From an optimization exercise on the open Yosys and OpenROAD flow, aimed at small area; shortcuts taken in it are not production practice.
At most, simulation tests tie the RTL to the original design; equivalence was not proved.
No functional check of the RTL was part of run 4.
No activity file was given, so power comes from the tool's default toggle rates.

==> config.mk <==
export PLATFORM = sky130hd
export DESIGN_NAME = IExecute
export DESIGN_NICKNAME = IExecute
export VERILOG_FILES = /design/flow/design.v
export SDC_FILE = /design/flow/constraint.sdc
export NUM_CORES = 4
export LEC_CHECK = 0
export CAP_MARGIN = 10
export CORE_MARGIN = 2
export CORE_UTILIZATION = 45
export SLEW_MARGIN = 10
export SYNTH_HIERARCHICAL = 1
export SYNTH_MINIMUM_KEEP_SIZE = 0
==> constraint.sdc <==
create_clock -name core_clock -period 12.0 [get_ports {i_clk}]
set_input_delay 2.4000 -clock core_clock [delete_from_list [all_inputs] [get_ports {i_clk}]]
set_output_delay 2.4000 -clock core_clock [all_outputs]
set_load 0.01 [all_outputs]
==> design.v <==
`timescale 1ns / 1ps
module ex_aoi222 (input a1, a2, b1, b2, c1, c2, output y);
   assign y = ~((a1 & a2) | (b1 & b2) | (c1 & c2));
endmodule
module ex_aoi21 (input a1, a2, b1, output y);
   assign y = ~((a1 & a2) | b1);
endmodule
module ex_xor2 (input a, b, output y);
   assign y = a ^ b;
endmodule
module ex_xnor2 (input a, b, output y);
   assign y = ~(a ^ b);
endmodule
module ex_nor2 (input a, b, output y);
   assign y = ~(a | b);
endmodule
module ex_inv (input a, output y);
   assign y = ~a;
endmodule
module ex_nand2 (input a, b, output y);
   assign y = ~(a & b);
endmodule
module ex_nand3 (input a, b, c, output y);
   assign y = ~(a & b & c);
endmodule
module ex_bsel (input nfb, ext, src, output nb);
   assign nb = ~(src ? ext : ~nfb);
endmodule
module ex_ldh (input d, ld, q, hold, output y);
   assign y = (d & ld) | (q & hold);
endmodule
module ex_aoi22 (input a1, a2, b1, b2, output y);
   assign y = ~((a1 & a2) | (b1 & b2));
endmodule
module ex_nor4 (input a, b, c, d, output y);
   assign y = ~(a | b | c | d);
endmodule
module ex_nand4 (input a, b, c, d, output y);
   assign y = ~(a & b & c & d);
endmodule
module ex_shr (input [31:0] x, input [3:0] s, input [3:0] ns, output [31:0] z);
   wire [31:0] y0, y1, y2;
   genvar i;
   generate for (i = 0; i < 32; i = i + 1) begin : g
      if (i + 1 < 32) begin : f0
         ex_aoi22 u (.a1(x[i]), .a2(ns[0]), .b1(x[i+1]), .b2(s[0]), .y(y0[i]));
      end else begin : z0
         ex_nand2 u (.a(x[i]), .b(ns[0]), .y(y0[i]));
      end
      if (i + 2 < 32) begin : f1
         ex_aoi22 u (.a1(y0[i]), .a2(ns[1]), .b1(y0[i+2]), .b2(s[1]), .y(y1[i]));
      end else begin : z1
         ex_nor2 u (.a(y0[i]), .b(s[1]), .y(y1[i]));
      end
      if (i + 4 < 32) begin : f2
         ex_aoi22 u (.a1(y1[i]), .a2(ns[2]), .b1(y1[i+4]), .b2(s[2]), .y(y2[i]));
      end else begin : z2
         ex_nand2 u (.a(y1[i]), .b(ns[2]), .y(y2[i]));
      end
      if (i + 8 < 32) begin : f3
         ex_aoi22 u (.a1(y2[i]), .a2(ns[3]), .b1(y2[i+8]), .b2(s[3]), .y(z[i]));
      end else begin : z3
         ex_nor2 u (.a(y2[i]), .b(s[3]), .y(z[i]));
      end
   end endgenerate
endmodule
module IExecute #(
   parameter N_BITS = 32,
   parameter N_BITS_REG = 5,
   parameter N_OPCODE = 6
)
(  input i_clk, i_reset,
   input  i_exec_mode,
   input  i_step,
   input [1:0] i_aluOP,
   input i_aluSrc,
   input [N_BITS-1:0] i_datoLeido1,
   input [N_BITS-1:0] i_datoLeido2,
   input [N_BITS-1:0] i_datoExtSigno,
   input [N_BITS-1:0] i_instruccion,
   input [N_BITS_REG-1:0] i_rt_id,
   input [N_BITS_REG-1:0] i_rd_id,
   input [N_BITS_REG-1:0] i_rt_OR_rd,
   input [N_BITS_REG-1:0] i_rd_EX_MEM,
   input [N_BITS_REG-1:0] i_rd_MEM_WB,
   input [N_BITS_REG-1:0] i_rs_id,
   input [N_BITS-1:0] i_wbData,
   input [N_BITS-1:0] i_memData,
   input i_memToReg,
   input i_regWrite_EX_MEM,
   input i_regWrite_MEM_WB,
   input [1:0] i_branch,
   input i_memWrite,
   input [1:0]i_memRead,
   input i_regWrite,
   input i_halt,
   output reg [N_BITS-1:0] o_instruccion,
   output reg  o_ceroSignal,
   output reg  [N_BITS-1:0] o_aluResult,
   output reg [N_BITS-1:0] o_datoLeido2,
   output reg [N_BITS_REG-1:0] o_rd_data,
   output reg [N_BITS_REG-1:0] o_rt_OR_rd,
   output reg o_memToReg,
   output reg [1:0] o_branch,
   output reg o_memWrite,
   output reg o_memRead,
   output reg o_regWrite,
   output reg o_halt
);
   genvar i;
   wire en   = ~i_exec_mode | i_step;
   wire ld   = en & ~i_reset;
   wire hold = ~en & ~i_reset;
   wire nld  = ~ld;
   wire exA = i_regWrite_EX_MEM & (|i_rd_EX_MEM) & (i_rd_EX_MEM == i_rs_id);
   wire wbA = i_regWrite_MEM_WB & (|i_rd_MEM_WB) & (i_rd_MEM_WB == i_rs_id) & ~exA;
   wire exB = i_regWrite_EX_MEM & (|i_rd_EX_MEM) & (i_rd_EX_MEM == i_rt_id);
   wire wbB = i_regWrite_MEM_WB & (|i_rd_MEM_WB) & (i_rd_MEM_WB == i_rt_id) & ~exB;
   wire rfA = ~exA & ~wbA;
   wire exBg = exB & ld;
   wire wbBg = wbB & ld;
   wire rfBg = ~exB & ~wbB & ld;
   wire [5:0] op = i_instruccion[31:26];
   wire [5:0] fn = i_instruccion[5:0];
   wire o00 = (i_aluOP == 2'b00);
   wire o10 = (i_aluOP == 2'b10);
   wire o11 = (i_aluOP == 2'b11);
   wire d_add8  = o00 & (op == 6'b100000 | op == 6'b100100);
   wire d_add16 = o00 & (op == 6'b100001 | op == 6'b100011 | op == 6'b100101);
   wire d_add   = (o00 & op == 6'b100111) | (o10 & (fn == 6'b100001 | fn == 6'b000000)) |
                  (o11 & op == 6'b001000);
   wire d_and   = (o00 & (op == 6'b101000 | op == 6'b101001 | op == 6'b101011)) |
                  (o10 & fn == 6'b100100) | (o11 & op == 6'b001100);
   wire d_or    = (o10 & fn == 6'b100101) | (o11 & op == 6'b001101);
   wire d_nor   = (o10 & fn == 6'b100111);
   wire d_xor   = (o10 & fn == 6'b100110) | (o11 & op == 6'b001110);
   wire d_srA   = (o10 & fn == 6'b000011);                         
   wire d_sl    = (o10 & fn == 6'b000100);                         
   wire d_srB   = (o10 & (fn == 6'b000110 | fn == 6'b000111));     
   wire d_sub   = (o10 & (fn == 6'b100011 | fn == 6'b100010));
   wire d_slt   = (o10 & fn == 6'b101010) | (o11 & op == 6'b001010);
   wire d_lui   = (o11 & op == 6'b001111);                         
   wire inv = d_sub | d_slt;
   wire [31:0] nA, nFB, nB, nBx;
   generate for (i = 0; i < 32; i = i + 1) begin : g_opnd
      ex_aoi222 u_a (.a1(exA), .a2(i_memData[i]), .b1(wbA), .b2(i_wbData[i]),
                     .c1(rfA), .c2(i_datoLeido1[i]), .y(nA[i]));
      ex_aoi222 u_b (.a1(exBg), .a2(i_memData[i]), .b1(wbBg), .b2(i_wbData[i]),
                     .c1(rfBg), .c2(i_datoLeido2[i]), .y(nFB[i]));
      ex_bsel   u_s (.nfb(nFB[i]), .ext(i_datoExtSigno[i]), .src(i_aluSrc), .nb(nB[i]));
      ex_xor2   u_x (.a(nB[i]), .b(inv), .y(nBx[i]));
   end endgenerate
   wire [32:0] cc;
   wire [31:0] s, p, g, nt;
   assign cc[0] = inv;
   generate for (i = 0; i < 32; i = i + 1) begin : g_add
      ex_xor2 u_p (.a(nA[i]), .b(nBx[i]), .y(p[i]));
      ex_nor2 u_g (.a(nA[i]), .b(nBx[i]), .y(g[i]));
      ex_nor2 u_t (.a(p[i]), .b(g[i]), .y(nt[i]));
      if (i % 2 == 0) begin : g_e
         ex_aoi21 u_c (.a1(p[i]), .a2(cc[i]), .b1(g[i]), .y(cc[i+1]));
         ex_xor2  u_s (.a(p[i]), .b(cc[i]), .y(s[i]));
      end else begin : g_o
         wire ng;
         ex_inv   u_n (.a(g[i]), .y(ng));
         ex_aoi21 u_c (.a1(ng), .a2(cc[i]), .b1(nt[i]), .y(cc[i+1]));
         ex_xnor2 u_s (.a(p[i]), .b(cc[i]), .y(s[i]));
      end
   end endgenerate
   wire lt = ~cc[32];    
   wire [31:0] X, Z;    
   wire selA = d_srA;
   wire selB = ~d_srA & d_srB;
   wire selR = ~d_srA & ~d_srB;
   generate for (i = 0; i < 32; i = i + 1) begin : g_shin
      ex_aoi222 u_x (.a1(selA), .a2(nA[i]), .b1(selB), .b2(nB[i]),
                     .c1(selR), .c2(nB[31-i]), .y(X[i]));
   end endgenerate
   wire [31:0] Av = ~nA;
   wire [31:0] Bv = ~nB;
   wire [4:0]  amt = d_srA ? Bv[4:0] : (d_lui ? 5'd16 : Av[4:0]);
   wire        big = d_srA ? (|Bv[31:5]) : (~d_lui & (|Av[31:5]));
   ex_shr u_shr (.x(X), .s(amt[3:0]), .ns(~amt[3:0]), .z(Z));
   wire g_s8  = ld & (d_add8 | d_add16 | d_add | d_sub);
   wire g_s16 = ld & (d_add16 | d_add | d_sub);
   wire g_s32 = ld & (d_add | d_sub);
   wire g_t11 = ld & (d_and | d_or);
   wire g_t01 = ld & (d_or | d_xor);
   wire g_t00 = ld & d_nor;
   wire g_sr  = ld & (d_srA | d_srB) & ~big;
   wire g_sl  = ld & (d_sl & ~big | d_lui);
   wire g_srL = g_sr & ~amt[4];
   wire g_srH = g_sr & amt[4];
   wire g_slL = g_sl & ~amt[4];
   wire g_slH = g_sl & amt[4];
   wire nlt   = ~(ld & d_slt & lt);
   wire [31:0] rn;
   generate for (i = 0; i < 32; i = i + 1) begin : g_res
      wire ms = (i < 8) ? g_s8 : (i < 16) ? g_s16 : g_s32;
      wire m1, m2, m3;
      ex_aoi222 u_m1 (.a1(s[i]), .a2(ms), .b1(g[i]), .b2(g_t11), .c1(p[i]), .c2(g_t01), .y(m1));
      if (i < 16) begin : g_lo
         ex_aoi222 u_m2 (.a1(nt[i]), .a2(g_t00), .b1(Z[i]), .b2(g_srL), .c1(Z[i+16]), .c2(g_srH), .y(m2));
         ex_aoi22  u_m3 (.a1(Z[31-i]), .a2(g_slL), .b1(o_aluResult[i]), .b2(hold), .y(m3));
      end else begin : g_hi
         ex_aoi222 u_m2 (.a1(nt[i]), .a2(g_t00), .b1(Z[i]), .b2(g_srL), .c1(Z[31-i]), .c2(g_slL), .y(m2));
         ex_aoi22  u_m3 (.a1(Z[47-i]), .a2(g_slH), .b1(o_aluResult[i]), .b2(hold), .y(m3));
      end
      if (i == 0) begin : g_b0
         ex_nand4 u_r (.a(m1), .b(m2), .c(m3), .d(nlt), .y(rn[i]));
      end else begin : g_bn
         ex_nand3 u_r (.a(m1), .b(m2), .c(m3), .y(rn[i]));
      end
   end endgenerate
   wire [31:0] d2n, insn;
   wire [4:0] rdn, rtrdn;
   wire [1:0] brn;
   wire m2rn, mwn, mrn, rwn, hn;
   generate for (i = 0; i < 32; i = i + 1) begin : g_reg32
      wire hq;
      ex_nand2 u_dh (.a(o_datoLeido2[i]), .b(hold), .y(hq));
      ex_nand2 u_d2 (.a(nFB[i]), .b(hq), .y(d2n[i]));
      ex_ldh  u_in (.d(i_instruccion[i]), .ld(ld), .q(o_instruccion[i]), .hold(nld), .y(insn[i]));
   end endgenerate
   generate for (i = 0; i < 5; i = i + 1) begin : g_reg5
      ex_ldh u_rd (.d(i_rd_id[i]), .ld(ld), .q(o_rd_data[i]), .hold(hold), .y(rdn[i]));
      ex_ldh u_rr (.d(i_rt_OR_rd[i]), .ld(ld), .q(o_rt_OR_rd[i]), .hold(hold), .y(rtrdn[i]));
   end endgenerate
   generate for (i = 0; i < 2; i = i + 1) begin : g_reg2
      ex_ldh u_br (.d(i_branch[i]), .ld(ld), .q(o_branch[i]), .hold(hold), .y(brn[i]));
   end endgenerate
   ex_ldh u_m2r (.d(i_memToReg),  .ld(ld), .q(o_memToReg), .hold(hold), .y(m2rn));
   ex_ldh u_mw  (.d(i_memWrite),  .ld(ld), .q(o_memWrite), .hold(hold), .y(mwn));
   ex_ldh u_mr  (.d(i_memRead[0]), .ld(ld), .q(o_memRead), .hold(hold), .y(mrn));
   ex_ldh u_rw  (.d(i_regWrite),  .ld(ld), .q(o_regWrite), .hold(hold), .y(rwn));
   ex_ldh u_hl  (.d(i_halt),      .ld(ld), .q(o_halt),     .hold(nld),  .y(hn));
   wire z_lo = ld & ~(|rn[23:0]);
   wire z_a, z_b, z_c, z_n, z_h;
   ex_nor4  u_za (.a(rn[24]), .b(rn[25]), .c(rn[26]), .d(rn[27]), .y(z_a));
   ex_nor2  u_zb (.a(rn[28]), .b(rn[29]), .y(z_b));
   ex_nor2  u_zc (.a(rn[30]), .b(rn[31]), .y(z_c));
   ex_nand4 u_zn (.a(z_lo), .b(z_a), .c(z_b), .d(z_c), .y(z_n));
   ex_nand2 u_zh (.a(o_ceroSignal), .b(hold), .y(z_h));
   wire zn;
   ex_nand2 u_zo (.a(z_n), .b(z_h), .y(zn));
   always @(posedge i_clk) begin
      o_aluResult   <= rn;
      o_ceroSignal  <= zn;
      o_datoLeido2  <= d2n;
      o_rd_data     <= rdn;
      o_rt_OR_rd    <= rtrdn;
      o_branch      <= brn;
      o_memToReg    <= m2rn;
      o_memWrite    <= mwn;
      o_memRead     <= mrn;
      o_regWrite    <= rwn;
      o_instruccion <= insn;
      o_halt        <= hn;
   end
endmodule
==> flow/run.sh <==
#!/bin/bash
# Layout flow: the standard flow (standard.sh) with two changes:
#  - synthesis is the standard flow's own script (synth_recipe.tcl), except that Yosys's
#    abc call uses an area-oriented mapping script (flow/abc_area.script);
#  - buffer_ports inserts buf_1 cells as the port buffers;
#  - clock tree synthesis uses small clock buffers and no dummy loads;
#  - timing-driven placement does not keep the buffers of its trial repairs.
# Each tool's output is in the ORFS logs; make's output is in standard.log.
set -euo pipefail
HERE=$(pwd)
cat > "$HERE/my_synth.tcl" <<EOF
proc abc {args} {
  set i [lsearch -exact \$args -script]
  if {\$i >= 0} { lset args [expr {\$i+1}] $HERE/flow/abc_area.script }
  puts "abc with area script: \$args"
  yosys abc {*}\$args
}
source $HERE/synth_recipe.tcl
EOF
export BUFFER_PORTS_ARGS="-buffer_cell sky130_fd_sc_hd__buf_1"
# timing-driven global placement, without keeping its resizer's buffers
export GPL_KEEP_OVERFLOW=0
# CTS as ORFS runs it, with small clock buffers and no dummy balancing loads
export CTS_ARGS="-sink_clustering_enable -repair_clock_nets -dont_use_dummy_load -buf_list {sky130_fd_sc_hd__clkbuf_4 sky130_fd_sc_hd__clkbuf_8}"
bash standard.sh SYNTH_SCRIPT="$HERE/my_synth.tcl" finish > standard.log 2>&1
==> flow/abc_area.script <==
strash; &get -n; &st; &dch; &nf -a; &put
==> standard.sh <==
#!/bin/bash
# synth_recipe.tcl (not shown) runs the flow's synth.tcl, then flattens the netlist and writes it again
# the make line also repeats each setting of config.mk as NAME=value (left out here)
make -C /OpenROAD-flow-scripts/flow DESIGN_CONFIG=/design/flow/config.mk WORK_HOME=/design/flow/orfs CLKGATE_MAP_FILE= SYNTH_SCRIPT=/design/flow/synth_recipe.tcl "${@:-finish}"
==> results of run 1 <==
## routing by layer
layer / up-vias / GRT usage
met1: 5139 / 0.4565
met2: 758 / 0.5826
met4: 0 / 0.1668
met3: 124 / 0.08889
li1: 5051 / -
met5: - / 0
## cell usage in the layout (no fill, tap or decap), types with 7 or more instances in the layout
| master | synthesis | routed |
|---|---|---|
| xnor2_1 | 29 | 29 |
| dfxtp_1 | 114 | 114 |
| nand2_1 | 77 | 77 |
| a22oi_1 | 145 | 145 |
| nand4_1 | 19 | 19 |
| nor2_1 | 125 | 117 |
| xor2_1 | 87 | 87 |
| a21oi_1 | 70 | 52 |
| clkbuf_8 | 0 | 17 |
| a22o_1 | 49 | 49 |
| nor4_1 | 8 | 7 |
| nand3_1 | 40 | 40 |
| clkinv_1 | 22 | 21 |
| a21oi_2 | 0 | 17 |
| buf_1 | 0 | 350 |
| a222oi_1 | 160 | 160 |
| nand2b_1 | 9 | 7 |
## state kept, by name, indices dropped and copies added, names as in the netlist
name / count
o_aluResult: 32
o_datoLeido2: 32
o_instruccion: 32
o_rd_data: 5
o_rt_OR_rd: 5
o_branch: 2
o_ceroSignal: 1
o_halt: 1
o_memRead: 1
o_memToReg: 1
o_memWrite: 1
o_regWrite: 1
## cell usage after synthesis (all sizes together)
master  number  area share
nand3b       2      0.0018
o21ai        3      0.0018
or4          7      0.0063
nor4         8      0.0060
clkinv      22      0.0098
xor2        87       0.091
a31oi        1     0.00075
a32oi        1      0.0010
nor4b        4      0.0042
nand4b       1      0.0010
or3          2      0.0015
a21oi       70       0.042
and2         2      0.0015
and4b        1      0.0012
nor4bb       1      0.0012
nor2       125       0.056
a21boi       1     0.00090
nand2b       9      0.0067
a22oi      145        0.13
and4         1      0.0010
nor2b        7      0.0052
a22o        49       0.051
dfxtp      114        0.27
xnor2       29       0.030
o22a         4      0.0042
nand3       40       0.024
nand4       19       0.014
o41ai        1      0.0010
o211ai       2      0.0018
a222oi     160        0.19
nor3         5      0.0030
nand2       77       0.034
o21bai       1     0.00090
and3         2      0.0015
## Yosys stat by module, one instance, submodules excluded, excerpt
module,flip-flops and latches,times used
ex_aoi22,0,145
ex_bsel,0,32
ex_nand4,0,2
ex_nor4,0,1
IExecute,114,1
ex_aoi222,0,160
ex_nand3,0,31
ex_inv,0,16
## per-stage QoR
stage,power (mW),hold WS (ns),cell area [sq um]
2_1_floorplan,0.6781,0.4717,8391
3_3_place_gp,0.8135,0.4275,9995
3_5_place_dp,0.8221,0.4303,10270
4_1_cts,1.092,0.4425,10550
5_1_grt,1.161,0.4590,10640
6_report,1.106,0.4413,10640
## worst max-delay path by stage
| stage | from | to | slack [ns] | cells past startpoint |
|---|---|---|---|---|
| floorplan | i_step | o_ceroSignal | 0.07 | 48 |
| global placement | i_step | o_ceroSignal | -3.00 | 49 |
| detailed placement | i_step | o_ceroSignal | -1.32 | 49 |
| CTS | i_rd_MEM_WB[1] | o_ceroSignal | 0.05 | 49 |
| global route | i_rd_MEM_WB[0] | o_ceroSignal | 0.03 | 47 |
| finish | i_rd_EX_MEM[0] | o_ceroSignal | 0.56 | 49 |
## critical path: cells and delay by family
kind,cells,cell delay [ns]
compound gates,35,6.98
simple gates,11,1.91
xor+xnor,2,0.36
buf+inv,1,0.11
## timing repair
| action | 4_1_cts | 5_1_grt |
|---|---|---|
| endpoints found under the setup margin | 4 | 4 |
| buffers inserted | 2 | 1 |
| pin swaps | 1 | 2 |
| gates resized for setup | 7 | 18 |
| cloned | 1 | 1 |
## final cells by class
type	count	area, sq um	area share
Clock buffer	17	234.0	0.02200
Inverter	22	90.09	0.008471
Multi-Input combinational cell	869	6207	0.5836
Sequential cell	114	2282	0.2146
Tap cell	229	286.5	0.02694
Timing Repair Buffer	366	1535	0.1444
## cell families after synthesis
| kind of cell | Yosys count |
|---|---|
| AO/OA/AOI/OAI | 438 |
| XOR/XNOR | 116 |
| buffers and inverters | 22 |
| flip-flops | 114 |
| AND/OR/NAND/NOR | 313 |
## power by group
group | switching (mW) | internal [mW]
registers | 0.0149 | 0.407
clock network | 0.144 | 0.124
logic | 0.270 | 0.145
==> summary.md, run 1 <==
| Metric | Value |
|---|---|
| FMAX | `0.08742 GHz` |
| H-tree depth | `4` |
| Fin util | `0.5860` |
| Hold path startpoint | `o_datoLeido2[27]` |
| Vias in the first global route | `10118` |
| Setup total negative slack | `0 ns` |
| #FFs+latches synth | `114` |
| Wl on met1 | `14700 um` |
| Area Overhead vs Synth | `26.85%` |
| VDD IR-drop max | `0.07197 mV` |
| CTS tree | `yes` |
| Die X | `140.5 um` |
| Antenna violation net count after detailed routing | `0` |
| Arrival time of the worst setup path | `about 12 ns` |
| Critical path class | `input port to flop` |
| Fill cells | `1822` |
| Avg Cell Area, Syn | `8.359 sq um` |
| Post-synthesis mux area share | `0` |
| Met2 wire len | `~17000 um` |
| Total Routing Usage GR | `0.3612` |
| CTS Buffer Depth | `2` |
| Post-Syn Area | `8384 sq um` |
| CP Launch Type | `input port` |
| Status | `finished clean` |
| Hold path endpoint | `o_datoLeido2[27]` |
| Routed len/inst | `23.26 um` |
| Number of remaining DRC errors | `0` |
| TritonCTS Buffers | `17` |
| CTS clock-pin slew for the worst setup and hold paths | `0.06 ns` |
| Req. time, crit path | `12.33 ns` |
| Leakage | `approximately 3.8 nW` |
| Die height | `140.5 um` |
| Synth Area in Compound Gates | `0.4262` |
| Worst slack at placement | `-1.319 ns` |
| Nets | `1629` |
| # diodes | `0` |
| Tcrit/Tclk final | `0.9533` |
| Crit path max fanout | `11` |
| Adder-Cell Fraction of Synth Area | `0` |
| Vias per cell | `6.847` |
| Worst R2R End | `o_ceroSignal` |
| Row cnt | `49` |
| Most frequent CP cell | `a21oi_1` |
| Final Critical Period | `11.44 ns` |
| Clk_skew | `around 0.022 ns` |
| Grt total ovfl | `0` |
| Largest family of logic cells by synthesized area | `compound AO/OA/AOI/OAI gates` |
| Pin count of the biggest net entering global routing | `55` |
| Num Clock Sinks | `114` |
| Post-synthesis xor/xnor area fraction | `0.1212` |
| Top Metal Used | `met4` |
| Synth cell types | `34` |
| Placed insts | `1595` |
| Die ar. | `a little under 20000 sq um` |
| Max stage delay on crit path | `0.56 ns` |
| Post-Synthesis Cells | `roughly 1000` |
| Sequential share of the synthesized area | `0.2722` |
| Share of post-route cells with drive strength above 1 | `0.05259` |
| Hold-fix buffer count after cts | `0` |
| Ports | `353` |
| Met3 WL | `4027 um` |
| Routed vias | `roughly 11000` |
| Reg-to-reg slack, setup | `10.00 ns` |
| Worst Hold Class | `flop to flop` |
| Pwr dens | `between 100 and 150 nW/um^2` |
| Post-route worst setup slack | `0.5609 ns` |
| Reg2Reg Launch Point | `o_aluResult[11]` |
| Non-Filler Instances | `1617` |
| Simple-Gate Fraction of Synth Area | `0.1706` |
| Number of antenna violations at the first check in global routing | `0` |
| Slowest CP cell | `or4_1` |
| Initial DRC count | `2045` |
| Slew Limit Fails | `0` |
| Slew @ Worst Pin | `1.266 ns` |
| Skew-Pair Late Insertion Delay | `0.46 ns` |
| Final Hold Viols | `0` |
| Detail Placement HPWL | `around 28000 um` |
| Final setup fails | `0` |
| Gp weighted congestion | `around 1` |
| Reg2reg path depth | `7` |
| Critical path endpoint category | `flop` |
| Hold Crit Depth | `2` |
| Initial Util | `0.4620` |
| Core ar. | `18150 sq um` |
| Root Driver | `clkbuf_8` |
| Max transition margin | `0.1560` |
| Synth warnings | `7` |
| Number of port buffers | `351` |
| Pre-antenna DRT Iters | `14` |
| RSZ-0062 raised after global routing | `false` |
| Total length of routed wires | `37620 um` |
| MaxCap Viol Count | `0` |
| First-pass GRT wire length | `56200 um` |
==> inputs of run 2 (changes only) <==
--- a/flow/run.sh
+++ b/flow/run.sh
@@ -23,3 +23,3 @@
 # CTS as ORFS runs it, with small clock buffers and no dummy balancing loads
-export CTS_ARGS="-sink_clustering_enable -repair_clock_nets -dont_use_dummy_load -buf_list {sky130_fd_sc_hd__clkbuf_4 sky130_fd_sc_hd__clkbuf_8}"
+export CTS_ARGS="-sink_clustering_enable -sink_clustering_size 30 -sink_clustering_max_diameter 100 -repair_clock_nets -dont_use_dummy_load -buf_list {sky130_fd_sc_hd__clkbuf_8}"
 bash standard.sh SYNTH_SCRIPT="$HERE/my_synth.tcl" finish > standard.log 2>&1
--- a/config.mk
+++ b/config.mk
@@ -7,6 +7,6 @@
 export LEC_CHECK = 0
-export CAP_MARGIN = 10
+export CAP_MARGIN = 20
 export CORE_MARGIN = 2
 export CORE_UTILIZATION = 45
-export SLEW_MARGIN = 10
+export SLEW_MARGIN = 20
 export SYNTH_HIERARCHICAL = 1
==> summary.md, run 2 <==
| Metric | Value |
|---|---|
| Synth warnings | `7 (unchanged)` |
| Ports | `353 (unchanged)` |
| Number of port buffers | `351 (unchanged)` |
| Avg Cell Area, Syn | `8.359 sq um (unchanged)` |
| CP Launch Type | `input port` |
| Pre-antenna DRT Iters | `15 (+1)` |
| # diodes | `0 (unchanged)` |
| Routed vias | `11184 (+1.0%)` |
| FMAX | `0.08732 GHz (-0.11%)` |
| Most frequent cells in the layout | `350 x buf_1, 160 x a222oi_1, 145 x a22oi_1` |
| VDD IR-drop max | `0.08932 mV (+24%)` |
| Max transition margin | `0.1972 (+0.04123)` |
| H-tree depth | `4 (unchanged)` |
| Most frequent CP cell | `a21oi_1` |
| Total length of routed wires | `37910 um (+0.79%)` |
| Final Hold Viols | `0 (unchanged)` |
| Clk_skew | `0.01655 ns (-0.005596 ns)` |
| Leakage | `3.811 nW (+0.64%)` |
| Post-Syn Area | `8384 sq um (unchanged)` |
| Detail Placement HPWL | `28160 um (-0.13%)` |
| Slew Limit Fails | `0 (unchanged)` |
| Reg power frac | `0.382 (about the same)` |
| Slew @ Worst Pin | `1.204 ns (-0.06184 ns)` |
| Initial Util | `0.4620 (unchanged)` |
| Worst Hold Class | `flop to flop` |
| #FFs+latches synth | `114 (unchanged)` |
| Final Critical Period | `11.45 ns (+0.01249 ns)` |
| CTS clock-pin slew for the worst setup and hold paths | `0.06 ns (about the same)` |
| Routed len/inst | `23.39 um (+0.54%)` |
| Req. time, crit path | `12.37 ns (+0.04 ns)` |
| CTS tree | `yes` |
| Number of remaining DRC errors | `0 (unchanged)` |
| Crit path max fanout | `14 (+3)` |
| Nets | `1633 (+0.25%)` |
| Max stage delay on crit path | `0.62 ns (+0.06 ns)` |
| Vias in the first global route | `10173 (+0.54%)` |
| Gp weighted congestion | `0.9741 (unchanged)` |
| First-pass GRT wire length | `56810 um (+1.1%)` |
| Number of antenna violations at the first check in global routing | `0 (unchanged)` |
| Total Routing Usage GR | `0.3652 (+0.003953)` |
| Die X | `140.5 um (unchanged)` |
| Net Switching | `0.4258 mW (-0.76%)` |
| CTS Buffer Depth | `2 (unchanged)` |
| Die ar. | `19740 sq um (unchanged)` |
| Async SR Flop Fraction | `0 (unchanged)` |
| Synth cell types | `34 (unchanged)` |
| Status | `finished clean` |
| Most common cell in the netlist | `a222oi_1` |
| Synth Flop Type | `dfxtp_1` |
| Pin count of the biggest net entering global routing | `56 (+1.8%)` |
| Critical path class | `input port to flop` |
| MaxCap Viol Count | `0 (unchanged)` |
| Commonest non-fill, non-tap cell in the layout | `buf_1` |
| Core ar. | `18150 sq um (unchanged)` |
| Family with the most delay on the worst path | `compound AO/OA/AOI/OAI gates` |
| Antenna violation net count after detailed routing | `0 (unchanged)` |
| Share of the synthesized area in the top cell type | `0.2722 (unchanged)` |
| Critical path endpoint category | `flop` |
| Hold-fix buffer count after cts | `0 (unchanged)` |
| Arrival time of the worst setup path | `11.83 ns (+0.06 ns)` |
| Num Clock Sinks | `114 (unchanged)` |
| Area Overhead vs Synth | `27.67%` |
| Skew-Pair Late Insertion Delay | `0.45 ns (about the same)` |
| Share of post-route cells with drive strength above 1 | `0.05747 (+0.004878)` |
| Post-Synthesis Cells | `1003 (unchanged)` |
| Worst path bufs/invs | `2 (+1)` |
| Tcrit/Tclk final | `0.9543 (+0.001041)` |
| Sw frac | `0.3858 (-0.002185)` |
| Post-route worst setup slack | `0.5485 ns (-0.01249 ns)` |
| Clock share of power | `0.238 (-0.004)` |
| Root Driver | `clkbuf_8` |
| Slowest CP cell | `or4_4` |
| Row cnt | `49 (unchanged)` |
| Final setup fails | `0 (unchanged)` |
| Sequential share of the synthesized area | `0.2722 (unchanged)` |
| Worst slack at placement | `-1.265 ns (+0.05402 ns)` |
| TritonCTS Buffers | `17 (unchanged)` |
| Gate power share | `0.380 (+0.004)` |
| EDFF count, synth | `0 (unchanged)` |
| Initial DRC count | `2064 (+0.93%)` |
| Pwr dens | `103.1 nW/um^2 (-0.84%)` |
| Grt total ovfl | `0 (unchanged)` |
| Die height | `140.5 um (unchanged)` |
| Dominant cells by area after synthesis | `dfxtp_1 27%, a222oi_1 19%, a22oi_1 13%, xor2_1 9.1%, nor2_1 5.6%` |
| List of most frequent post-synthesis cells | `160 x a222oi_1, 145 x a22oi_1, 125 x nor2_1, 114 x dfxtp_1, 87 x xor2_1` |
| Dominant cell type by area after synthesis | `dfxtp_1` |
| Int Power | `0.6777 mW (+0.16%)` |
| Largest registers | `o_aluResult (32), o_datoLeido2 (32), o_instruccion (32)` |
| Vias per cell | `6.899 (+0.76%)` |
| Hold slack | `0.4406 ns (-0.0006600 ns)` |
[run 2: cell families (layout without fill, tap and decap cells)]
| kind of cell | after synthesis | in the layout | synth area share |
|---|---|---|---|
| AND/OR/NAND/NOR | 313 | 316 | 0.1706 |
| XOR/XNOR | 116 | 116 | 0.1212 |
| AO/OA/AOI/OAI | 438 | 438 | 0.4262 |
| buffers and inverters | 22 | 408 | 0.009849 |
| flip-flops | 114 | 114 | 0.2722 |
[run 2: worst register-to-register path, stage by stage, from the launching register on]
cell and delay [ns]:
dfxtp_1 0.33, a22oi_1 0.15, nand3_1 0.17, nor4_1 0.77, nand2_1 0.11, nor3_1 0.16, nand4_1 0.11, nand2_1 0.11
[run 2: repair_timing]
item / 4_1_cts / 5_1_grt
setup endpoints to repair: 4 / 4
gates resized for setup: 8 / 18
buffers inserted: 2 / 2
pin swaps: 2 / 3
gates cloned: 2 / 1
[run 2: per-stage QoR]
step	power (mW)	setup TNS, ns	instance area [sq um]	util	instances
after floorplan	0.6781	0	8391	-	1003
after global placement	0.8135	-20.62	9995	0.5507	1583
after detailed placement	0.8225	-3.361	10320	0.5688	1597
after CTS	1.089	0	10610	0.5847	1618
after global routing	1.157	-0.04281	10700	0.5898	1621
final	1.103	0	10700	0.5898	1621
[run 2: final timing paths]
path,endpoint,startpoint,cells after the start,slack [ns]
setup / recovery,o_ceroSignal,i_rd_EX_MEM[3],49,0.55
hold reg to reg,o_datoLeido2[23],o_datoLeido2[23],2,0.44
hold / removal,o_datoLeido2[23],o_datoLeido2[23],2,0.44
setup reg to reg,o_ceroSignal,o_aluResult[20],7,10.03
[run 2: layout make-up]
type | count | area, sq um
clock buffers | 17 | 234.0
flip-flops and latches | 114 | 2282
inverters | 22 | 90.09
well taps | 229 | 286.5
multi-input cells | 870 | 6238
repair buffers | 369 | 1573
fillers | 1781 | 7443
[run 2: power groups by stage]
stage,sequential [mW],clock [mW],combinational (mW)
final,0.422,0.262,0.419
after global routing,0.425,0.283,0.450
after CTS,0.422,0.268,0.399
after detailed placement,0.429,0,0.393
after global placement,0.429,0,0.384
after floorplan,0.442,0,0.236
[run 2: routing by layer]
metal	global-route usage	part of all wire	vias up
li1	-	-	5059
met1	0.4672	0.39	5239
met5	0	0	-
met3	0.08068	0.11	115
met4	0.1695	0.050	0
met2	0.5885	0.45	771
[run 2: per-module statistics from Yosys (local to each module, per instance), a selection]
| module | flip-flops and latches | cell area, sq um | times used |
|---|---|---|---|
| ex_aoi22 | 0 | 7.507 | 145 |
| ex_ldh | 0 | 8.758 | 49 |
| ex_nand3 | 0 | 5.005 | 31 |
| ex_xor2 | 0 | 8.758 | 80 |
| ex_nand2 | 0 | 3.754 | 71 |
| ex_nand4 | 0 | 6.256 | 2 |
| ex_aoi222 | 0 | 10.01 | 160 |
| ex_nor2 | 0 | 3.754 | 76 |
==> inputs of run 3 (changes only) <==
--- a/flow/run.sh
+++ b/flow/run.sh
@@ -23,3 +23,3 @@
 # CTS as ORFS runs it, with small clock buffers and no dummy balancing loads
-export CTS_ARGS="-sink_clustering_enable -sink_clustering_size 30 -sink_clustering_max_diameter 100 -repair_clock_nets -dont_use_dummy_load -buf_list {sky130_fd_sc_hd__clkbuf_8}"
+export CTS_ARGS="-repair_clock_nets -dont_use_dummy_load -buf_list {sky130_fd_sc_hd__clkbuf_4 sky130_fd_sc_hd__clkbuf_8}"
 bash standard.sh SYNTH_SCRIPT="$HERE/my_synth.tcl" finish > standard.log 2>&1
==> summary.md, run 3 <==
| Metric | Value |
|---|---|
| Dominant cell type by area after synthesis | `dfxtp_1` |
| Non-Filler Instances | `1621 (unchanged)` |
| Req. time, crit path | `12.37 ns (about the same)` |
| Commonest non-fill, non-tap cell in the layout | `buf_1` |
| Worst Hold Class | `flop to flop` |
| Max transition margin | `0.1972 (unchanged)` |
| Die height | `140.5 um (unchanged)` |
| Skew-Pair Late Insertion Delay | `0.45 ns (about the same)` |
| Worst path depth | `49 (unchanged)` |
| #FFs+latches synth | `114 (unchanged)` |
| VDD IR-drop max | `0.08932 mV (unchanged)` |
| Post-Synthesis Cells | `1003 (unchanged)` |
| Slew @ Worst Pin | `1.204 ns (unchanged)` |
| Initial DRC count | `2064 (unchanged)` |
| Num Clock Sinks | `114 (unchanged)` |
| Reg2reg path depth | `7 (unchanged)` |
| Largest registers | `o_aluResult (32), o_datoLeido2 (32), o_instruccion (32)` |
| Family with the most delay on the worst path | `compound AO/OA/AOI/OAI gates` |
| Synth Flop Type | `dfxtp_1` |
| Arrival time of the worst setup path | `11.83 ns (about the same)` |
| Status | `finished clean` |
| Row cnt | `49 (unchanged)` |
| Die X | `140.5 um (unchanged)` |
| Detail Placement HPWL | `28160 um (unchanged)` |
| Initial Util | `0.4620 (unchanged)` |
| Area Overhead vs Synth | `27.67% (unchanged)` |
| CTS clock-pin slew for the worst setup and hold paths | `0.06 ns (about the same)` |
| Most frequent CP cell | `a21oi_1` |
| Final Critical Period | `11.45 ns (unchanged)` |
| Number of remaining DRC errors | `0 (unchanged)` |
| First-pass GRT wire length | `56810 um (unchanged)` |
| Pin count of the biggest net entering global routing | `56 (unchanged)` |
| EDFF count, synth | `0 (unchanged)` |
| Critical path class | `input port to flop` |
| Vias per cell | `6.899 (unchanged)` |
| Sequential share of the synthesized area | `0.2722 (unchanged)` |
| Final setup fails | `0 (unchanged)` |
| Synth warnings | `7 (unchanged)` |
| Share of post-route cells with drive strength above 1 | `0.05747 (unchanged)` |
| Die ar. | `19740 sq um (unchanged)` |
| Placed standard-cell area | `10320 sq um (unchanged)` |
| Total Routing Usage GR | `0.3652 (unchanged)` |
| Reg-to-reg slack, setup | `10.03 ns (about the same)` |
| Synth cell types | `34 (unchanged)` |
| Final instance area | `10700 sq um (unchanged)` |
| Final Hold Viols | `0 (unchanged)` |
| Async SR Flop Fraction | `0 (unchanged)` |
| Reg2Reg Launch Point | `o_aluResult[20]` |
| # diodes | `0 (unchanged)` |
| Worst path bufs/invs | `2 (unchanged)` |
| Slew Limit Fails | `0 (unchanged)` |
| H-tree depth | `4 (unchanged)` |
| MaxCap Viol Count | `0 (unchanged)` |
| Vias in the first global route | `10173 (unchanged)` |
| Pwr dens | `103.1 nW/um^2 (unchanged)` |
| Core ar. | `18150 sq um (unchanged)` |
| Share of the synthesized area in the top cell type | `0.2722 (unchanged)` |
| Worst Setup EP | `o_ceroSignal` |
| Ports | `353 (unchanged)` |
| Number of port buffers | `351 (unchanged)` |
| Root Driver | `clkbuf_8` |
| List of most frequent post-synthesis cells | `160 x a222oi_1, 145 x a22oi_1, 125 x nor2_1, 114 x dfxtp_1, 87 x xor2_1` |
| Routed len/inst | `23.39 um (unchanged)` |
| Total length of routed wires | `37910 um (unchanged)` |
| CTS Buffer Depth | `2 (unchanged)` |
| CP Launch Type | `input port` |
| Grt total ovfl | `0 (unchanged)` |
| CTS tree | `yes` |
| Clk_skew | `0.01655 ns (unchanged)` |
| Pre-antenna DRT Iters | `15 (unchanged)` |
| Crit path max fanout | `14 (unchanged)` |
| Critical path endpoint category | `flop` |
| Hold-fix buffer count after cts | `0 (unchanged)` |
| CP Launch Point | `i_rd_EX_MEM[3]` |
| Slowest CP cell | `or4_4` |
| Tcrit/Tclk final | `0.9543 (unchanged)` |
| Worst R2R End | `o_ceroSignal` |
| FMAX | `0.08732 GHz (unchanged)` |
| Most common cell in the netlist | `a222oi_1` |
| Antenna violation net count after detailed routing | `0 (unchanged)` |
| Leakage | `3.811 nW (unchanged)` |
| Number of antenna violations at the first check in global routing | `0 (unchanged)` |
| Placed insts | `1597 (unchanged)` |
| Nets | `1633 (unchanged)` |
| Avg Cell Area, Syn | `8.359 sq um (unchanged)` |
| Routed vias | `11184 (unchanged)` |
| Post-Syn Area | `8384 sq um (unchanged)` |
| Gp weighted congestion | `0.9741 (unchanged)` |
| Most frequent cells in the layout | `350 x buf_1, 160 x a222oi_1, 145 x a22oi_1` |
| Dominant cells by area after synthesis | `dfxtp_1 27%, a222oi_1 19%, a22oi_1 13%, xor2_1 9.1%, nor2_1 5.6%` |
| TritonCTS Buffers | `17 (unchanged)` |
| Max stage delay on crit path | `0.62 ns (about the same)` |
-- run 3: cell counts after synthesis --
Identical to the previous run, type by type.
-- run 3: per-module statistics from Yosys (local to each module, per instance), a selection --
| module | area (sq um) | times used |
|---|---|---|
| ex_xor2 | 8.758 | 80 |
| IExecute | 3198 | 1 |
| ex_nor2 | 3.754 | 76 |
| ex_ldh | 8.758 | 49 |
| ex_nand3 | 5.005 | 31 |
| ex_nor4 | 6.256 | 1 |
| ex_aoi222 | 10.01 | 160 |
| ex_aoi22 | 7.507 | 145 |
| ex_xnor2 | 8.758 | 16 |
| ex_nand2 | 3.754 | 71 |
| ex_aoi21 | 5.005 | 32 |
| ex_nand4 | 6.256 | 2 |
-- run 3: worst min path at each step --
stage,start,end,cells after the start
3_5_place_dp,o_datoLeido2[17],o_datoLeido2[17],2
5_1_grt,o_datoLeido2[27],o_datoLeido2[27],2
4_1_cts,o_datoLeido2[27],o_datoLeido2[27],2
3_3_place_gp,o_datoLeido2[6],o_datoLeido2[6],2
2_1_floorplan,o_ceroSignal,o_ceroSignal,2
6_report,o_datoLeido2[23],o_datoLeido2[23],2
-- run 3: layout make-up --
class,count,area (sq um)
fillers,1781,7443
multi-input cells,870,6238
flip-flops and latches,114,2282
repair buffers,369,1573
well taps,229,286.5
clock buffers,17,234.0
inverters,22,90.09
-- run 3: cells by family (layout without fill, tap and decap cells) --
logic type      after synthesis  after routing  synth area share
simple gates                313            316            0.1706
flops                       114            114            0.2722
xor+xnor                    116            116            0.1212
compound gates              438            438            0.4262
buf+inv                      22            408          0.009849
-- run 3: worst reg2reg max path, stage by stage (launching register included) --
cell	delay [ns]
dfxtp_1	0.33
a22oi_1	0.15
nand3_1	0.17
nor4_1	0.77
nand2_1	0.11
nor3_1	0.16
nand4_1	0.11
nand2_1	0.11
-- run 3: where the power goes --
group / switching [mW] / leakage [nW] / total (mW) / internal (mW)
Clock: 0.138 / 0.122 / 0.262 / 0.124
Combinational: 0.273 / 2.75 / 0.419 / 0.146
Sequential: 0.0147 / 0.942 / 0.422 / 0.407
Total: 0.426 / 3.81 / 1.10 / 0.678
-- run 3: metrics by stage --
stage | TNS (ns) | hold slack (ns) | total power [mW] | setup slack [ns] | utilization
2_1_floorplan | 0 | 0.4717 | 0.6781 | 0.06745 | -
3_3_place_gp | -20.62 | 0.4275 | 0.8135 | -2.999 | 0.5507
3_5_place_dp | -3.361 | 0.4304 | 0.8225 | -1.265 | 0.5688
4_1_cts | 0 | 0.4435 | 1.089 | 0.007748 | 0.5847
5_1_grt | -0.04281 | 0.4576 | 1.157 | -0.04281 | 0.5898
6_report | 0 | 0.4406 | 1.103 | 0.5485 | 0.5898
-- run 3: what timing repair did --
action	CTS	global route
buffers inserted	2	2
pin swaps	2	3
cloned	2	1
resized for setup	8	18
endpoints found under the setup margin	4	4
-- run 3: per-layer routing --
layer / vias to the layer above / wire length (um) / GRT usage
li1: 5059 / - / -
met4: 0 / 1895 / 0.1695
met2: 771 / 17230 / 0.5885
met1: 5239 / 14740 / 0.4672
met3: 115 / 4039 / 0.08068
met5: - / 0 / 0
==> inputs of run 4 (changes only) <==
--- a/design.v
+++ b/design.v
@@ -33,2 +33,24 @@
    assign y = ~((a1 & a2) | (b1 & b2));
+endmodule
+module ex_nor3 (input a, b, c, output y);
+   assign y = ~(a | b | c);
+endmodule
+module ex_fwd (input [4:0] rem, input [4:0] rmw, input [4:0] r, input vem, vmw, ng,
+               output ex, wb, rf);
+   wire [4:0] e, w;
+   wire e1, e2, w1, w2, exr, wbr;
+   genvar k;
+   generate for (k = 0; k < 5; k = k + 1) begin : g
+      ex_xnor2 u_e (.a(rem[k]), .b(r[k]), .y(e[k]));
+      ex_xnor2 u_w (.a(rmw[k]), .b(r[k]), .y(w[k]));
+   end endgenerate
+   ex_nand3 u_e1 (.a(e[0]), .b(e[1]), .c(e[2]), .y(e1));
+   ex_nand3 u_e2 (.a(e[3]), .b(e[4]), .c(vem), .y(e2));
+   ex_nand3 u_w1 (.a(w[0]), .b(w[1]), .c(w[2]), .y(w1));
+   ex_nand3 u_w2 (.a(w[3]), .b(w[4]), .c(vmw), .y(w2));
+   ex_nor2  u_x  (.a(e1), .b(e2), .y(exr));
+   ex_nor2  u_w  (.a(w1), .b(w2), .y(wbr));
+   ex_nor3  u_ox (.a(e1), .b(e2), .c(ng), .y(ex));
+   ex_nor4  u_ow (.a(w1), .b(w2), .c(exr), .d(ng), .y(wb));
+   ex_nor3  u_of (.a(wbr), .b(exr), .c(ng), .y(rf));
 endmodule
@@ -114,10 +136,9 @@
    wire nld  = ~ld;
-   wire exA = i_regWrite_EX_MEM & (|i_rd_EX_MEM) & (i_rd_EX_MEM == i_rs_id);
-   wire wbA = i_regWrite_MEM_WB & (|i_rd_MEM_WB) & (i_rd_MEM_WB == i_rs_id) & ~exA;
-   wire exB = i_regWrite_EX_MEM & (|i_rd_EX_MEM) & (i_rd_EX_MEM == i_rt_id);
-   wire wbB = i_regWrite_MEM_WB & (|i_rd_MEM_WB) & (i_rd_MEM_WB == i_rt_id) & ~exB;
-   wire rfA = ~exA & ~wbA;
-   wire exBg = exB & ld;
-   wire wbBg = wbB & ld;
-   wire rfBg = ~exB & ~wbB & ld;
+   wire vEM = i_regWrite_EX_MEM & (|i_rd_EX_MEM);
+   wire vMW = i_regWrite_MEM_WB & (|i_rd_MEM_WB);
+   wire exA, wbA, rfA, exBg, wbBg, rfBg;
+   ex_fwd u_fa (.rem(i_rd_EX_MEM), .rmw(i_rd_MEM_WB), .r(i_rs_id), .vem(vEM), .vmw(vMW),
+                .ng(1'b0), .ex(exA), .wb(wbA), .rf(rfA));
+   ex_fwd u_fb (.rem(i_rd_EX_MEM), .rmw(i_rd_MEM_WB), .r(i_rt_id), .vem(vEM), .vmw(vMW),
+                .ng(nld), .ex(exBg), .wb(wbBg), .rf(rfBg));
    wire [5:0] op = i_instruccion[31:26];
--- a/flow/run.sh
+++ b/flow/run.sh
@@ -23,3 +23,3 @@
 # CTS as ORFS runs it, with small clock buffers and no dummy balancing loads
-export CTS_ARGS="-repair_clock_nets -dont_use_dummy_load -buf_list {sky130_fd_sc_hd__clkbuf_4 sky130_fd_sc_hd__clkbuf_8}"
+export CTS_ARGS="-sink_clustering_enable -repair_clock_nets -dont_use_dummy_load -buf_list {sky130_fd_sc_hd__clkbuf_4 sky130_fd_sc_hd__clkbuf_8}"
 bash standard.sh SYNTH_SCRIPT="$HERE/my_synth.tcl" finish > standard.log 2>&1
--- a/config.mk
+++ b/config.mk
@@ -7,6 +7,6 @@
 export LEC_CHECK = 0
-export CAP_MARGIN = 20
+export CAP_MARGIN = 10
 export CORE_MARGIN = 2
 export CORE_UTILIZATION = 45
-export SLEW_MARGIN = 20
+export SLEW_MARGIN = 10
 export SYNTH_HIERARCHICAL = 1
==> summary.md, run 4 <==
| Metric | Value |
|---|---|
| Status | `finished clean` |
| Routed vias | `11219 (+0.31%)` |
| Synth warnings | `7 (unchanged)` |
| Detail Placement HPWL | `29020 um (+3.1%)` |
| Initial DRC count | `2130 (+3.2%)` |
| Most frequent cells in the layout | `350 x buf_1, 160 x a222oi_1, 146 x a22oi_1` |
| Avg Cell Area, Syn | `8.362 sq um (about the same)` |
| Slew Limit Fails | `0 (unchanged)` |
| Most frequent CP cell | `a21oi_1` |
| Pre-antenna DRT Iters | `15 (unchanged)` |
| First-pass GRT wire length | `57210 um (+0.70%)` |
| Root Driver | `clkbuf_8` |
| Largest registers | `o_aluResult (32), o_datoLeido2 (32), o_instruccion (32)` |
| Die ar. | `19770 sq um (+0.13%)` |
| #FFs+latches synth | `114 (unchanged)` |
| Gp weighted congestion | `0.9971 (+2.4%)` |
| Async SR Flop Fraction | `0 (unchanged)` |
| Leakage | `3.824 nW (+0.33%)` |
| Vias in the first global route | `10333 (+1.6%)` |
| Antenna violation net count after detailed routing | `0 (unchanged)` |
| Arrival time of the worst setup path | `11.70 ns (-0.13 ns)` |
| Hold-fix buffer count after cts | `0 (unchanged)` |
| Critical path class | `input port to flop` |
| Pin count of the biggest net entering global routing | `54 (-3.6%)` |
| Core ar. | `18150 sq um (unchanged)` |
| Nets | `1640 (+0.43%)` |
| Synth cell types | `38 (+12%)` |
| Post-Synthesis Cells | `1004 (+0.10%)` |
| Worst Hold Class | `flop to flop` |
| Pwr dens | `100.5 nW/um^2 (-2.5%)` |
| Clk_skew | `0.008850 ns (-0.007702 ns)` |
| # diodes | `0 (unchanged)` |
| Req. time, crit path | `12.34 ns (-0.03 ns)` |
| RSZ-0062 raised after global routing | `false` |
| Row cnt | `49 (unchanged)` |
| H-tree depth | `4 (unchanged)` |
| Commonest non-fill, non-tap cell in the layout | `buf_1` |
| Tcrit/Tclk final | `0.9470 (-0.007324)` |
| Most common cell in the netlist | `a222oi_1` |
| Number of antenna violations at the first check in global routing | `0 (unchanged)` |
| EDFF count, synth | `0 (unchanged)` |
| Routed len/inst | `23.32 um (-0.28%)` |
| Placed insts | `1604 (+0.44%)` |
| Critical path endpoint category | `flop` |
| CP Launch Type | `input port` |
| Slowest CP cell | `or4_1` |
| Synth Flop Type | `dfxtp_1` |
| Fin util | `0.5958 (+0.005930)` |
| Slew @ Worst Pin | `1.384 ns (+0.1800 ns)` |
| Total Routing Usage GR | `0.3667 (+0.001553)` |
| Total power | `1.086 mW (-1.5%)` |
| Grt total ovfl | `0 (unchanged)` |
| Area occupied by multi-input gates | `6223 sq um (-0.24%)` |
| Share of post-route cells with drive strength above 1 | `0.05432 (-0.003147)` |
| Dominant cell type by area after synthesis | `dfxtp_1` |
| Ports | `353 (unchanged)` |
| Crit path max fanout | `8 (-6)` |
| Final setup fails | `0 (unchanged)` |
| FF/Latch Area | `2282 sq um (unchanged)` |
| List of most frequent post-synthesis cells | `160 x a222oi_1, 146 x a22oi_1, 121 x nor2_1, 114 x dfxtp_1, 80 x xor2_1` |
| VDD IR-drop max | `0.07058 mV (-21%)` |
| Max transition margin | `0.07722 (-0.1200)` |
| Post-Syn Area | `8396 sq um (+0.13%)` |
| Skew-Pair Late Insertion Delay | `0.44 ns (about the same)` |
| Final Critical Period | `11.36 ns (-0.08789 ns)` |
| Vias per cell | `6.891 (-0.12%)` |
| Total length of routed wires | `37970 um (+0.15%)` |
| Number of port buffers | `351 (unchanged)` |
| Hold slack | `0.4392 ns (-0.001424 ns)` |
| TritonCTS Buffers | `17 (unchanged)` |
| Final Hold Viols | `0 (unchanged)` |
| Area Overhead vs Synth | `28.78%` |
| Num Clock Sinks | `114 (unchanged)` |
| Dominant cells by area after synthesis | `dfxtp_1 27%, a222oi_1 19%, a22oi_1 13%, xor2_1 8.3%, nor2_1 5.4%` |
| Sequential share of the synthesized area | `0.2718 (-0.0003651)` |
| CTS clock-pin slew for the worst setup and hold paths | `0.06 ns (about the same)` |
| Share of the synthesized area in the top cell type | `0.2718 (-0.0003651)` |
| Number of remaining DRC errors | `0 (unchanged)` |
| FMAX | `0.08800 GHz (+0.77%)` |
| Initial Util | `0.4626 (+0.0006205)` |
| Max stage delay on crit path | `0.54 ns (-0.08 ns)` |
| Non-Filler Instances | `1628 (+0.43%)` |
| Die X | `140.6 um (about the same)` |
| MaxCap Viol Count | `0 (unchanged)` |
| CTS Buffer Depth | `2 (unchanged)` |
| CTS tree | `yes` |
| Fill cells | `1749 (-1.8%)` |
| Die height | `140.6 um (about the same)` |
[run 4: changes by cell type in the layout (fill, tap and decap cells not counted), sizes merged, moves of 3 or more]
| cell | delta |
|---|---|
| nand2b | -4 |
| nor2 | -6 |
| or4 | -4 |
| conb | +3 |
| nand3 | +3 |
| xor2 | -7 |
| nor4 | +4 |
| buf | +7 |
| xnor2 | +7 |
[run 4: through the flow]
step | TNS [ns] | instance area [sq um] | worst slack, ns
final | 0 | 10810 | 0.6363
after global routing | 0 | 10810 | 0.03463
after CTS | 0 | 10730 | 0.09821
after detailed placement | -0.9498 | 10450 | -0.7766
after global placement | -19.62 | 10030 | -2.879
after floorplan | 0 | 8426 | 0.2997
[run 4: worst max-delay path: cells and delay by family]
| family | cells | cell delay (ns) |
|---|---|---|
| AO/OA/AOI/OAI | 35 | 6.97 |
| buffers and inverters | 1 | 0.13 |
| AND/OR/NAND/NOR | 11 | 1.82 |
| XOR/XNOR | 2 | 0.36 |
[run 4: worst paths after layout]
| kind | start | end | slack [ns] | depth (start not counted) |
|---|---|---|---|---|
| max | i_rd_EX_MEM[1] | o_ceroSignal | 0.64 | 49 |
| min | o_datoLeido2[18] | o_datoLeido2[18] | 0.44 | 2 |
| max reg2reg | o_aluResult[8] | o_ceroSignal | 10.01 | 7 |
| min reg2reg | o_datoLeido2[18] | o_datoLeido2[18] | 0.44 | 2 |
[run 4: what timing repair did]
item / CTS / global route
gates resized for setup: 2 / 14
setup endpoints to repair: 1 / 4
buffers inserted: 5 / 2
pin swaps: 3 / 2
[run 4: cell type report]
cell class,count,area share
Clock buffer,17,0.02164
Inverter,23,0.008101
Multi-Input combinational cell,869,0.5756
Sequential cell,114,0.2111
Tap cell,229,0.02650
Timing Repair Buffer,376,0.1570
[run 4: power by group]
part	internal (mW)	total (mW)	switching, mW	leakage (nW)
clock network	0.124	0.267	0.143	0.122
registers	0.407	0.422	0.0149	0.942
logic	0.140	0.398	0.258	2.76
[run 4: logic make-up after synthesis]
logic type | after synthesis | share of synthesized area
compound gates | 442 | 0.4294
simple gates | 308 | 0.1671
xor+xnor | 116 | 0.1210
flops | 114 | 0.2718
buf+inv | 23 | 0.01028
other cells | 1 | 0.0004467
[run 4: metal layers]
metal	global-route usage	share of wire	vias up
li1	-	-	5065
met1	0.4725	0.39	5237
met2	0.5939	0.46	793
met3	0.06929	0.096	124
met4	0.1774	0.051	0
met5	0	0	-
[run 4: modules after synthesis (local to each module, per instance), excerpt]
module | cells | times used | area [sq um] | flip-flops and latches
ex_nor4 | 1 | 3 | 6.256 | 0
ex_inv | 1 | 16 | 3.754 | 0
ex_nand3 | 1 | 39 | 5.005 | 0
ex_xor2 | 1 | 80 | 8.758 | 0
ex_xnor2 | 1 | 36 | 8.758 | 0
ex_nor2 | 1 | 80 | 3.754 | 0
ex_bsel | 2 | 32 | 8.758 | 0
ex_aoi21 | 1 | 32 | 5.005 | 0
ex_aoi22 | 1 | 145 | 7.507 | 0
ex_nand2 | 1 | 71 | 3.754 | 0
ex_ldh | 1 | 49 | 8.758 | 0
==> inputs of run 5 (changes only) <==
--- a/design.v
+++ b/design.v
@@ -33,24 +33,2 @@
    assign y = ~((a1 & a2) | (b1 & b2));
-endmodule
-module ex_nor3 (input a, b, c, output y);
-   assign y = ~(a | b | c);
-endmodule
-module ex_fwd (input [4:0] rem, input [4:0] rmw, input [4:0] r, input vem, vmw, ng,
-               output ex, wb, rf);
-   wire [4:0] e, w;
-   wire e1, e2, w1, w2, exr, wbr;
-   genvar k;
-   generate for (k = 0; k < 5; k = k + 1) begin : g
-      ex_xnor2 u_e (.a(rem[k]), .b(r[k]), .y(e[k]));
-      ex_xnor2 u_w (.a(rmw[k]), .b(r[k]), .y(w[k]));
-   end endgenerate
-   ex_nand3 u_e1 (.a(e[0]), .b(e[1]), .c(e[2]), .y(e1));
-   ex_nand3 u_e2 (.a(e[3]), .b(e[4]), .c(vem), .y(e2));
-   ex_nand3 u_w1 (.a(w[0]), .b(w[1]), .c(w[2]), .y(w1));
-   ex_nand3 u_w2 (.a(w[3]), .b(w[4]), .c(vmw), .y(w2));
-   ex_nor2  u_x  (.a(e1), .b(e2), .y(exr));
-   ex_nor2  u_w  (.a(w1), .b(w2), .y(wbr));
-   ex_nor3  u_ox (.a(e1), .b(e2), .c(ng), .y(ex));
-   ex_nor4  u_ow (.a(w1), .b(w2), .c(exr), .d(ng), .y(wb));
-   ex_nor3  u_of (.a(wbr), .b(exr), .c(ng), .y(rf));
 endmodule
@@ -136,9 +114,10 @@
    wire nld  = ~ld;
-   wire vEM = i_regWrite_EX_MEM & (|i_rd_EX_MEM);
-   wire vMW = i_regWrite_MEM_WB & (|i_rd_MEM_WB);
-   wire exA, wbA, rfA, exBg, wbBg, rfBg;
-   ex_fwd u_fa (.rem(i_rd_EX_MEM), .rmw(i_rd_MEM_WB), .r(i_rs_id), .vem(vEM), .vmw(vMW),
-                .ng(1'b0), .ex(exA), .wb(wbA), .rf(rfA));
-   ex_fwd u_fb (.rem(i_rd_EX_MEM), .rmw(i_rd_MEM_WB), .r(i_rt_id), .vem(vEM), .vmw(vMW),
-                .ng(nld), .ex(exBg), .wb(wbBg), .rf(rfBg));
+   wire exA = i_regWrite_EX_MEM & (|i_rd_EX_MEM) & (i_rd_EX_MEM == i_rs_id);
+   wire wbA = i_regWrite_MEM_WB & (|i_rd_MEM_WB) & (i_rd_MEM_WB == i_rs_id) & ~exA;
+   wire exB = i_regWrite_EX_MEM & (|i_rd_EX_MEM) & (i_rd_EX_MEM == i_rt_id);
+   wire wbB = i_regWrite_MEM_WB & (|i_rd_MEM_WB) & (i_rd_MEM_WB == i_rt_id) & ~exB;
+   wire rfA = ~exA & ~wbA;
+   wire exBg = exB & ld;
+   wire wbBg = wbB & ld;
+   wire rfBg = ~exB & ~wbB & ld;
    wire [5:0] op = i_instruccion[31:26];
@@ -192,5 +171,6 @@
    wire [31:0] X, Z;    
-   wire selA = d_srA;
-   wire selB = ~d_srA & d_srB;
-   wire selR = ~d_srA & ~d_srB;
+   wire d_log = d_and | d_or;
+   wire selA = d_srA | d_log;
+   wire selB = ~d_srA & (d_srB | d_log);
+   wire selR = ~d_srA & ~d_srB & ~d_log;
    generate for (i = 0; i < 32; i = i + 1) begin : g_shin
@@ -201,4 +181,4 @@
    wire [31:0] Bv = ~nB;
-   wire [4:0]  amt = d_srA ? Bv[4:0] : (d_lui ? 5'd16 : Av[4:0]);
-   wire        big = d_srA ? (|Bv[31:5]) : (~d_lui & (|Av[31:5]));
+   wire [4:0]  amt = d_srA ? Bv[4:0] : d_lui ? 5'd16 : d_log ? 5'd0 : Av[4:0];
+   wire        big = d_srA ? (|Bv[31:5]) : (~d_lui & ~d_log & (|Av[31:5]));
    ex_shr u_shr (.x(X), .s(amt[3:0]), .ns(~amt[3:0]), .z(Z));
@@ -207,6 +187,5 @@
    wire g_s32 = ld & (d_add | d_sub);
-   wire g_t11 = ld & (d_and | d_or);
    wire g_t01 = ld & (d_or | d_xor);
    wire g_t00 = ld & d_nor;
-   wire g_sr  = ld & (d_srA | d_srB) & ~big;
+   wire g_sr  = ld & (d_srA | d_srB | d_log) & ~big;
    wire g_sl  = ld & (d_sl & ~big | d_lui);
@@ -221,10 +200,9 @@
       wire m1, m2, m3;
-      ex_aoi222 u_m1 (.a1(s[i]), .a2(ms), .b1(g[i]), .b2(g_t11), .c1(p[i]), .c2(g_t01), .y(m1));
+      ex_aoi222 u_m1 (.a1(s[i]), .a2(ms), .b1(p[i]), .b2(g_t01), .c1(nt[i]), .c2(g_t00), .y(m1));
       if (i < 16) begin : g_lo
-         ex_aoi222 u_m2 (.a1(nt[i]), .a2(g_t00), .b1(Z[i]), .b2(g_srL), .c1(Z[i+16]), .c2(g_srH), .y(m2));
-         ex_aoi22  u_m3 (.a1(Z[31-i]), .a2(g_slL), .b1(o_aluResult[i]), .b2(hold), .y(m3));
+         ex_aoi222 u_m2 (.a1(Z[i]), .a2(g_srL), .b1(Z[i+16]), .b2(g_srH), .c1(Z[31-i]), .c2(g_slL), .y(m2));
       end else begin : g_hi
-         ex_aoi222 u_m2 (.a1(nt[i]), .a2(g_t00), .b1(Z[i]), .b2(g_srL), .c1(Z[31-i]), .c2(g_slL), .y(m2));
-         ex_aoi22  u_m3 (.a1(Z[47-i]), .a2(g_slH), .b1(o_aluResult[i]), .b2(hold), .y(m3));
-      end
+         ex_aoi222 u_m2 (.a1(Z[i]), .a2(g_srL), .b1(Z[31-i]), .b2(g_slL), .c1(Z[47-i]), .c2(g_slH), .y(m2));
+      end
+      ex_nand2 u_h (.a(o_aluResult[i]), .b(hold), .y(m3));
       if (i == 0) begin : g_b0
==> summary.md, run 5 <==
| Metric | Value |
|---|---|
| Status | `finished clean` |
| Async SR Flop Fraction | `0 (unchanged)` |
| Vias per cell | `6.647 (-3.5%)` |
| Die X | `139.5 um (-0.81%)` |
| Die ar. | `19450 sq um (-1.6%)` |
| Vias in the first global route | `9778 (-5.4%)` |
| Slowest CP cell | `a222oi_1` |
| Most frequent CP cell | `a21oi_1` |
| Req. time, crit path | `12.39 ns (+0.05 ns)` |
| Max stage delay on crit path | `1.21 ns (+0.67 ns)` |
| Pre-antenna DRT Iters | `13 (-2)` |
| Nets | `1635 (-0.30%)` |
| Final instance area | `10640 sq um (-1.6%)` |
| Met2 usage | `0.5702 (-0.02374)` |
| Dominant cells by area after synthesis | `dfxtp_1 28%, a222oi_1 19%, a22oi_1 10%, xor2_1 9.3%, nor2_1 5.4%` |
| Detail Placement HPWL | `26660 um (-8.1%)` |
| CP Launch Type | `input port` |
| Synth Flop Type | `dfxtp_1` |
| Most common cell in the netlist | `a222oi_1` |
| CTS clock-pin slew for the worst setup and hold paths | `0.07 ns (about the same)` |
| Root Driver | `clkbuf_8` |
| #FFs+latches synth | `114 (unchanged)` |
| Initial DRC count | `1670 (-22%)` |
| H-tree depth | `4 (unchanged)` |
| Fill cells | `1780 (+1.8%)` |
| Die height | `139.5 um (-0.81%)` |
| Routed len/inst | `21.70 um (-7.0%)` |
| Row cnt | `49 (unchanged)` |
| Number of remaining DRC errors | `0 (unchanged)` |
| Num Clock Sinks | `114 (unchanged)` |
| Skew-Pair Late Insertion Delay | `0.44 ns (about the same)` |
| CTS tree | `yes` |
| Max transition margin | `0.08169 (+0.004469)` |
| Initial Util | `0.4596 (-0.002995)` |
| Clk_skew | `0.02599 ns (+0.01714 ns)` |
| Leakage | `3.867 nW (+1.1%)` |
| Number of port buffers | `351 (unchanged)` |
| Sequential share of the synthesized area | `0.2764 (+0.004572)` |
| Share of the synthesized area in the top cell type | `0.2764 (+0.004572)` |
| Most frequent cells in the layout | `350 x buf_1, 160 x a222oi_1, 116 x nand2_1` |
| Worst path bufs/invs | `1 (unchanged)` |
| Routed vias | `10788 (-3.8%)` |
| FMAX | `0.08972 GHz (+2.0%)` |
| Hold slack | `0.4420 ns (+0.002763 ns)` |
| Slew Limit Fails | `0 (unchanged)` |
| Gp weighted congestion | `0.9590 (-3.8%)` |
| Total Routing Usage GR | `0.3387 (-0.02803)` |
| # diodes | `0 (unchanged)` |
| Final Critical Period | `11.15 ns (-0.2181 ns)` |
| First-pass GRT wire length | `52420 um (-8.4%)` |
| Commonest non-fill, non-tap cell in the layout | `buf_1` |
| Synth warnings | `7 (unchanged)` |
| VDD IR-drop max | `0.07727 mV (+9.5%)` |
| Antenna violation net count after detailed routing | `0 (unchanged)` |
| Family with the most delay on the worst path | `compound AO/OA/AOI/OAI gates` |
| Critical path endpoint category | `flop` |
| Number of antenna violations at the first check in global routing | `0 (unchanged)` |
| Tcrit/Tclk final | `0.9288 (-0.01817)` |
| Worst Hold Class | `flop to flop` |
| Crit path max fanout | `32 (+24)` |
| Total length of routed wires | `35210 um (-7.3%)` |
| Pwr dens | `103.4 nW/um^2 (+2.9%)` |
| Hold-fix buffer count after cts | `0 (unchanged)` |
| Grt total ovfl | `0 (unchanged)` |
| Most Crowded Layer GR | `met2` |
| CTS Buffer Depth | `2 (unchanged)` |
| Pin count of the biggest net entering global routing | `54 (unchanged)` |
| Final setup fails | `0 (unchanged)` |
| RSZ-0062 raised after global routing | `false` |
| GR met3 Demand/Resource | `0.06607 (-0.003223)` |
| Dominant cell type by area after synthesis | `dfxtp_1` |
==> run 5: path summary, 6_finish.rpt <==
check / from / cells past startpoint / slack (ns) / endpoint
worst max register to register: o_aluResult[13] / 7 / 10.29 / o_ceroSignal
worst min register to register: o_datoLeido2[22] / 2 / 0.44 / o_datoLeido2[22]
worst min-delay path: o_datoLeido2[22] / 2 / 0.44 / o_datoLeido2[22]
worst max-delay path: i_rd_EX_MEM[2] / 42 / 0.85 / o_ceroSignal
==> run 5: stage by stage <==
stage / cells / total power, mW / util / setup WS (ns) / setup TNS, ns
6_report: 1623 / 1.100 / 0.5923 / 0.8544 / 0
5_1_grt: 1623 / 1.160 / 0.5923 / 0.02020 / 0
4_1_cts: 1618 / 1.087 / 0.5857 / 0.1286 / 0
3_5_place_dp: 1597 / 0.8234 / 0.5691 / -2.034 / -12.08
3_3_place_gp: 1581 / 0.8112 / 0.5494 / -2.390 / -16.70
2_1_floorplan: 1001 / 0.6885 / - / 0.2555 / 0
==> run 5: final cells by class <==
class                   count  area (sq um)  share of cell area
inverters                  17         76.32            0.007174
well taps                 229         286.5             0.02693
multi-input cells         874          6157              0.5787
flip-flops and latches    114          2282              0.2145
repair buffers            372          1603              0.1507
clock buffers              17         234.0             0.02199
==> run 5: power breakdown <==
part | switching (mW) | internal (mW) | total [mW]
combinational | 0.263 | 0.154 | 0.417
sequential | 0.0147 | 0.407 | 0.422
clock | 0.137 | 0.124 | 0.261
==> run 5: Yosys stat by module (local to each module, per instance), a selection <==
module	area, sq um	times used	cells	flip-flops and latches
ex_aoi22	7.507	113	1	0
ex_aoi21	5.005	32	1	0
ex_nor4	6.256	1	1	0
ex_bsel	8.758	32	2	0
ex_nand4	6.256	2	1	0
ex_nand3	5.005	31	1	0
ex_nor2	3.754	76	1	0
ex_xnor2	8.758	16	1	0
==> run 5: timing repair <==
action	in CTS	in global routing
gates resized for setup	9	19
pin swaps	1	6
gates cloned	2	2
endpoints found under the setup margin	10	6
buffers inserted	2	3
==> run 5: worst min-delay path, stage by stage, from the launching register on <==
cell and delay, ns:
dfxtp_1 0.32, nand2_1 0.05, nand2_1 0.04
==> run 5: cells by family (layout without fill, tap and decap cells) <==
family / after synthesis / after routing / synth area share
buffers and inverters: 17 / 406 / 0.007728
XOR/XNOR: 116 / 116 / 0.1230
AO/OA/AOI/OAI: 412 / 412 / 0.4081
AND/OR/NAND/NOR: 342 / 346 / 0.1847
flip-flops: 114 / 114 / 0.2764
==> run 5: layer usage <==
layer,part of all wire,vias to the layer above
li1,-,5020
met1,0.39,5056
met2,0.47,632
met3,0.091,80
met4,0.042,0
met5,0,-

Re-timed with assumed drivers on the ports (clkbuf_16 on the clock, buf_2 on other inputs), run 5 has 0.861 ns of setup slack against 0.854 ns with ideal ports, and 0.379 ns once port delays also move by the mid clock arrival of 0.482 ns.
